From an optimization exercise on the open Yosys and OpenROAD flow, aimed at small area; shortcuts taken in it are not production practice. Power and IR drop assume default switching activity.

==> flow/design.v <==
module badapple_top(
    input clk,
    input rst,              
    output sck,             
    output reg miso,        
    output reg reset_oled,  
    output dc,              
    output reg sck_reg,     
    input rxd,              
    output st_init,
    output st_clear,
    output st_wait,
    output st_write,
    input  [15:0] sram_data_in,
    output reg [15:0] sram_data_out,
    output        sram_data_oe,
    output reg [18:0] sram_addr,
    output        sram_oe_r,
    output reg    sram_ce_r,
    output        sram_we_r,
    output        sram_ub_r,
    output        sram_lb_r,
    input keepgoing,
    output reg showdelay,
    input addr_reset
    );
    reg [5:0] p;
    wire p_end    = (p == 6'd50);
    wire sck_rise = p_end & ~sck_reg;
    wire sck_fall = p_end & sck_reg;
    wire pre_rise = (p == 6'd49) & ~sck_reg;    
    wire c50      = p[0] ^ sck_reg;             
    always @(posedge clk)
        if (rst) begin
            p <= 0;
            sck_reg <= 0;
        end else begin
            p <= p_end ? 6'd0 : p + 6'd1;
            if (p_end) sck_reg <= ~sck_reg;
        end
    localparam [9:0] UD_RESET = 10'h281, UD_END = 10'h166;
    reg [9:0] ud;
    wire uart_en = (ud == UD_END);
    always @(posedge clk)
        if (rst) ud <= UD_RESET;
        else if (uart_en) ud <= 10'd0;
        else ud <= {ud[8:0], ~(ud[9] ^ ud[6])};
    localparam [3:0] S_INIT  = 4'b1000,
                     S_CLEAR = 4'b1100,
                     S_LOAD  = 4'b0100,
                     S_WAIT  = 4'b0010,
                     S_WRITE = 4'b0001,
                     S_DELAY = 4'b1011;
    reg [3:0] st;
    assign {st_init, st_clear, st_wait, st_write} = st;
    wire is_init  = st[3] & ~st[2] & ~st[1];
    wire is_clear = st[3] & st[2];
    wire is_load  = ~st[3] & st[2];
    wire is_write = ~st[3] & st[0];
    wire is_play  = ~st[2] & (st[1] | st[0]);    
    reg [2:0]  e;       
    reg [9:0]  pos;     
    reg [2:0]  u;       
    reg [7:0]  cnt_lo;
    reg [11:0] cnt_hi;
    reg [7:0]  hb;      
    reg [7:0]  sr;      
    reg [3:0]  ss;      
    reg [3:0]  us;      
    reg [7:0]  rd;      
    reg        rmode;   
    reg        rp_d;
    reg [16:0] z;
    wire send_done = (ss == 4'd0);
    wire spi_data_ph = ss[3];
    wire cnt_ge = |cnt_hi;                          
    localparam [7:0] CLO_38 = 8'h4d, CLO_98 = 8'ha2, CLO_255 = 8'h80;
    wire [7:0]  cnt_lo_inc = {cnt_lo[6:0], cnt_lo[7] ^ cnt_lo[5] ^ cnt_lo[4] ^ cnt_lo[3] ^ (cnt_lo[6:0] == 7'd0)};
    wire [11:0] cnt_hi_inc = {cnt_hi[10:0], cnt_hi[11] ^ cnt_hi[10] ^ cnt_hi[9] ^ cnt_hi[3] ^ (cnt_hi[10:0] == 11'd0)};
    wire cnt_carry = (cnt_lo == CLO_255);
    wire k_0   = ~cnt_hi[0] & (cnt_lo == 8'd0);
    wire k_98  = ~cnt_hi[0] & (cnt_lo == CLO_98);
    wire k_294 = cnt_hi[0] & (cnt_lo == CLO_38);
    wire init_done = (pos[3:0] == 4'd11);
    wire eng_done = (e == 3'd6);
    always @(posedge clk)
        if (rst) reset_oled <= 0;
        else if (is_init & ~sck_reg) begin
            if (k_0 && p == 6'd10) reset_oled <= 1;
            else if (k_98 && p == 6'd4) reset_oled <= 0;
            else if (k_294 && p == 6'd12) reset_oled <= 1;
        end
    always @(posedge clk)
        if (rst) st <= S_INIT;
        else if (sck_rise)
            case (st)
                S_INIT:  if (init_done) st <= S_CLEAR;
                S_CLEAR: if (eng_done) st <= S_LOAD;
                S_LOAD:  if (u == 3'd6) st <= S_WRITE;
                S_WAIT:  st <= showdelay ? S_DELAY : S_WRITE;
                S_WRITE: if (eng_done) st <= S_WAIT;
                S_DELAY: if (!showdelay) st <= S_WRITE;
                default: st <= S_INIT;
            endcase
    wire load_end = sck_rise & is_load & (u == 3'd6);
    wire last_col = (pos == 10'h3ff);
    always @(posedge clk)
        if (rst) e <= 0;
        else if (sck_rise)
            case (e)
                3'd0: if (is_clear | is_write) e <= 3'd1;
                3'd1, 3'd2, 3'd3, 3'd4: if (send_done) e <= e + 3'd1;
                3'd5: e <= (is_clear & ~last_col) ? 3'd1 : 3'd6;
                default: e <= 3'd0;
            endcase
    wire rd_go = sck_rise & is_write & eng_done;
    wire byte_taken = rd_go & (u == 3'd0 | u == 3'd2);
    always @(posedge clk)
        if (~reset_oled) pos <= 0;
        else if (sck_rise & is_init & send_done & ~init_done) pos <= pos + 10'd1;
        else if (sck_rise & is_clear & e == 3'd0) pos <= 0;
        else if (sck_rise & is_clear & e == 3'd5) pos <= pos + 10'd1;
        else if (byte_taken) pos <= showdelay ? 10'd0 : pos + 10'd1;
    wire [7:0] init_byte;
    wire [15:0] ib7 = 16'b0000111111101111;
    wire [15:0] ib6 = 16'b1111000111000010;
    wire [15:0] ib5 = 16'b1111111100000001;
    wire [15:0] ib4 = 16'b1001000110010010;
    wire [15:0] ib3 = 16'b1100110011001001;
    wire [15:0] ib2 = 16'b0101010001011011;
    wire [15:0] ib1 = 16'b1111110001000001;
    wire [15:0] ib0 = 16'b0101010111101010;
    assign init_byte = {ib7[pos[3:0]], ib6[pos[3:0]], ib5[pos[3:0]], ib4[pos[3:0]],
                        ib3[pos[3:0]], ib2[pos[3:0]], ib1[pos[3:0]], ib0[pos[3:0]]};
    wire spi_send = (is_init & reset_oled & ~init_done) |
                    (e != 3'd0 && e <= 3'd4);
    reg [7:0] spi_data;
    always @(*)
        case (e)
            3'd1: spi_data = {5'b10110, pos[9:7]};
            3'd2: spi_data = {5'b00010, pos[6:4]};
            3'd3: spi_data = {4'b0000, pos[3:0]};
            3'd4: spi_data = is_write ? hb : 8'h00;
            default: spi_data = init_byte;
        endcase
    always @(posedge clk)
        if (rst) ss <= 4'd6;
        else if (sck_rise) begin
            if (ss == 4'd6) begin
                if (spi_send) ss <= 4'd7;
            end else if (ss == 4'd0) ss <= 4'd6;
            else ss <= ss + 4'd1;
        end
    always @(posedge clk)
        if (rst) miso <= 0;
        else if (sck_fall & spi_data_ph) miso <= rd[7];
    always @(posedge clk)
        if (sck_fall) begin
            if (spi_data_ph) rd <= {rd[6:0], 1'b0};
            else if (spi_send) rd <= spi_data;
        end
    assign sck = spi_data_ph ? sck_reg : 1'b1;
    assign dc = (spi_data_ph | send_done) & (e == 3'd4);
    always @(posedge clk)
        if (rst) us <= 4'd7;
        else if (uart_en) begin
            if (us == 4'd7) begin
                if (!rxd) us <= 4'd8;
            end else if (us == 4'd0) begin
                if (rxd) us <= 4'd7;
            end else us <= us + 4'd1;
        end
    wire ack = (us == 4'd0);
    wire ack_rise = uart_en & (us == 4'd15);
    always @(posedge clk)
        if (rst) u <= 0;
        else if (load_end) u <= 0;
        else if (is_load) begin
            if (uart_en)
                case (u)
                    3'd0: if (ack) u <= 3'd1;
                    3'd1: u <= 3'd2;
                    3'd2: if (ack) u <= 3'd3;
                    3'd3: u <= 3'd4;
                    3'd4: u <= cnt_ge ? 3'd6 : 3'd5;
                    3'd5: u <= 3'd0;
                    default: u <= 3'd6;
                endcase
        end else if (sck_rise & is_play)
            case (u)
                3'd0: if (is_write & eng_done) u <= 3'd1;
                3'd1: u <= cnt_ge ? 3'd4 : 3'd2;
                3'd2: if (is_write & eng_done) u <= 3'd3;
                3'd3: u <= cnt_ge ? 3'd4 : 3'd0;
                default: u <= cnt_ge ? 3'd4 : 3'd0;
            endcase
    always @(posedge clk)
        if (rst | load_end) sram_addr <= 0;
        else if (is_load & uart_en & u == 3'd4 & ~cnt_ge) sram_addr <= sram_addr + 19'd1;
        else if (rd_go & u == 3'd0) sram_addr <= addr_reset ? 19'd0 : sram_addr + 19'd1;
    wire write_done_rise = sck_rise & is_write & (e == 3'd5);
    wire cnt_step = is_init ? (sck_fall & ~k_294) :
                    is_load ? ack_rise : (write_done_rise & ~addr_reset);
    wire cnt_clr = rst | load_end | is_clear | (write_done_rise & addr_reset);
    always @(posedge clk)
        if (cnt_clr) begin
            cnt_lo <= 0;
            cnt_hi <= 0;
        end else if (cnt_step) begin
            cnt_lo <= cnt_lo_inc;
            if (cnt_carry) cnt_hi <= cnt_hi_inc;
        end
    always @(posedge clk)
        if (is_play) begin
            if (pre_rise & u == 3'd0) sr <= sram_data_in[7:0];
        end else if (uart_en & us[3]) sr <= {rxd, sr[7:1]};
    always @(posedge clk)
        if (is_play) begin
            if (pre_rise & u == 3'd0) hb <= sram_data_in[15:8];
            else if (pre_rise & u == 3'd2) hb <= sr;
        end else if (is_load & uart_en & u == 3'd1) hb <= sr;
    always @(posedge clk) sram_ce_r <= rst;
    always @(posedge clk)
        if (~c50) begin
            if (is_load) begin
                if (u == 3'd4) rmode <= 0;
            end else if (u == 3'd0) rmode <= 1;
        end
    assign sram_oe_r = sram_ce_r | ~rmode;
    assign sram_we_r = sram_ce_r | rmode;
    assign sram_ub_r = sram_ce_r;
    assign sram_lb_r = sram_ce_r;
    assign sram_data_oe = ~sram_we_r;
    always @(posedge clk)
        if (rst) sram_data_out <= 0;
        else if (c50 & is_load & u == 3'd4) sram_data_out <= {hb, sr};
    localparam [16:0] Z_END = 17'h00256;
    wire rp = is_load | (sram_addr[8:0] == 9'd0);
    wire delay_end = (z == Z_END) | (~showdelay & z[0]);
    always @(posedge clk)
        if (rst) begin
            showdelay <= 0;
            rp_d <= 0;
        end else begin
            rp_d <= rp;
            if (delay_end) showdelay <= 0;
            else if (rp & ~rp_d) showdelay <= 1;
        end
    always @(posedge clk)
        if (rst | ~(showdelay & keepgoing)) z <= 0;
        else z <= {z[15:0], ~(z[16] ^ z[13])};
endmodule
==> flow/config.mk <==
export PLATFORM = sky130hd
export DESIGN_NAME = badapple_top
export DESIGN_NICKNAME = badapple_top
export VERILOG_FILES = /design/flow/design.v
export SDC_FILE = /design/flow/constraint.sdc
export NUM_CORES = 4
export LEC_CHECK = 0
export ABC_AREA = 1
export CAP_MARGIN = 20
export CORE_MARGIN = 2
export CORE_UTILIZATION = 40
export PLACE_DENSITY = 0.6
export SLEW_MARGIN = 20
==> flow/constraint.sdc <==
create_clock -name core_clock -period 10.0 [get_ports {clk}]
set_input_delay 2.0000 -clock core_clock [delete_from_list [all_inputs] [get_ports {clk}]]
set_output_delay 2.0000 -clock core_clock [all_outputs]
set_load 0.01 [all_outputs]
run.sh (not shown) runs the stock make flow with config.mk's settings and CLKGATE_MAP_FILE= SYNTH_SCRIPT=/design/flow/synth_recipe.tcl, a recipe that flattens the netlist after the stock synthesis.
The baseline finished with timing, DRC and antenna clean.
Change:
Settings changed: ABC_AREA 1 to unset, CTS_BUF_LIST set to sky130_fd_sc_hd__clkbuf_8, CTS_CLUSTER_DIAMETER set to 100, CTS_CLUSTER_SIZE set to 30.
After rerunning: Critical path depth fell by 1; cell area is lower by a few percent; register-to-register slack loses 100 ps; worst hold slack gains 35 ps; fmax went up by a few percent; die area drops by a few percent; wire length hardly moves.
Change:
Settings changed: CTS_BUF_LIST sky130_fd_sc_hd__clkbuf_8 to unset, CTS_CLUSTER_DIAMETER 100 to unset, CTS_CLUSTER_SIZE 30 to unset.
Sequential power barely changes.
Cell area came out higher by about 2.2%.
Worst setup slack gets better by 36 ps.
Critical path depth is unchanged.
Clock-buffer cell count increases by 1.
Wire length rose by about 0.8%.
Worst hold slack degrades by 5.6 ps.
Synthesized area is unchanged.
No functional check of the RTL was part of any run of this note.

separate check: timing with driven ports:
Ports are ideal in the flow. The routed layouts listed here were re-timed in OpenROAD.
Step 1: set_driving_cell puts a clkbuf_16 on clk and a buf_2 on each other input, an assumption about the parent block.
Step 2 adds t to the input delays and takes it off the output delays; t is the mean of the earliest and latest rising clock arrival at the registers after step 1. Input paths then give back, and output paths get back, about the clock's delay inside the block.
Slacks: no drivers / after step 1 / after step 2; pairs: no drivers / after step 1.
run | t (ns) | slack for setup (ns) | worst hold slack (ns) | clock arrival spread, ns | worst data-port slew with drivers (ns)
the first run | 0.473 | 5.552 / 5.509 / 5.619 | 0.424 / 0.424 / 0.424 | 0.012 / 0.012 | 0.04
the second run | 0.500 | 5.720 / 5.683 / 5.928 | 0.458 / 0.458 / 0.458 | 0.019 / 0.019 | 0.05
the third run | 0.471 | 5.756 / 5.714 / 5.916 | 0.452 / 0.452 / 0.452 | 0.016 / 0.016 | 0.05
After both steps every run listed still meets setup and hold.
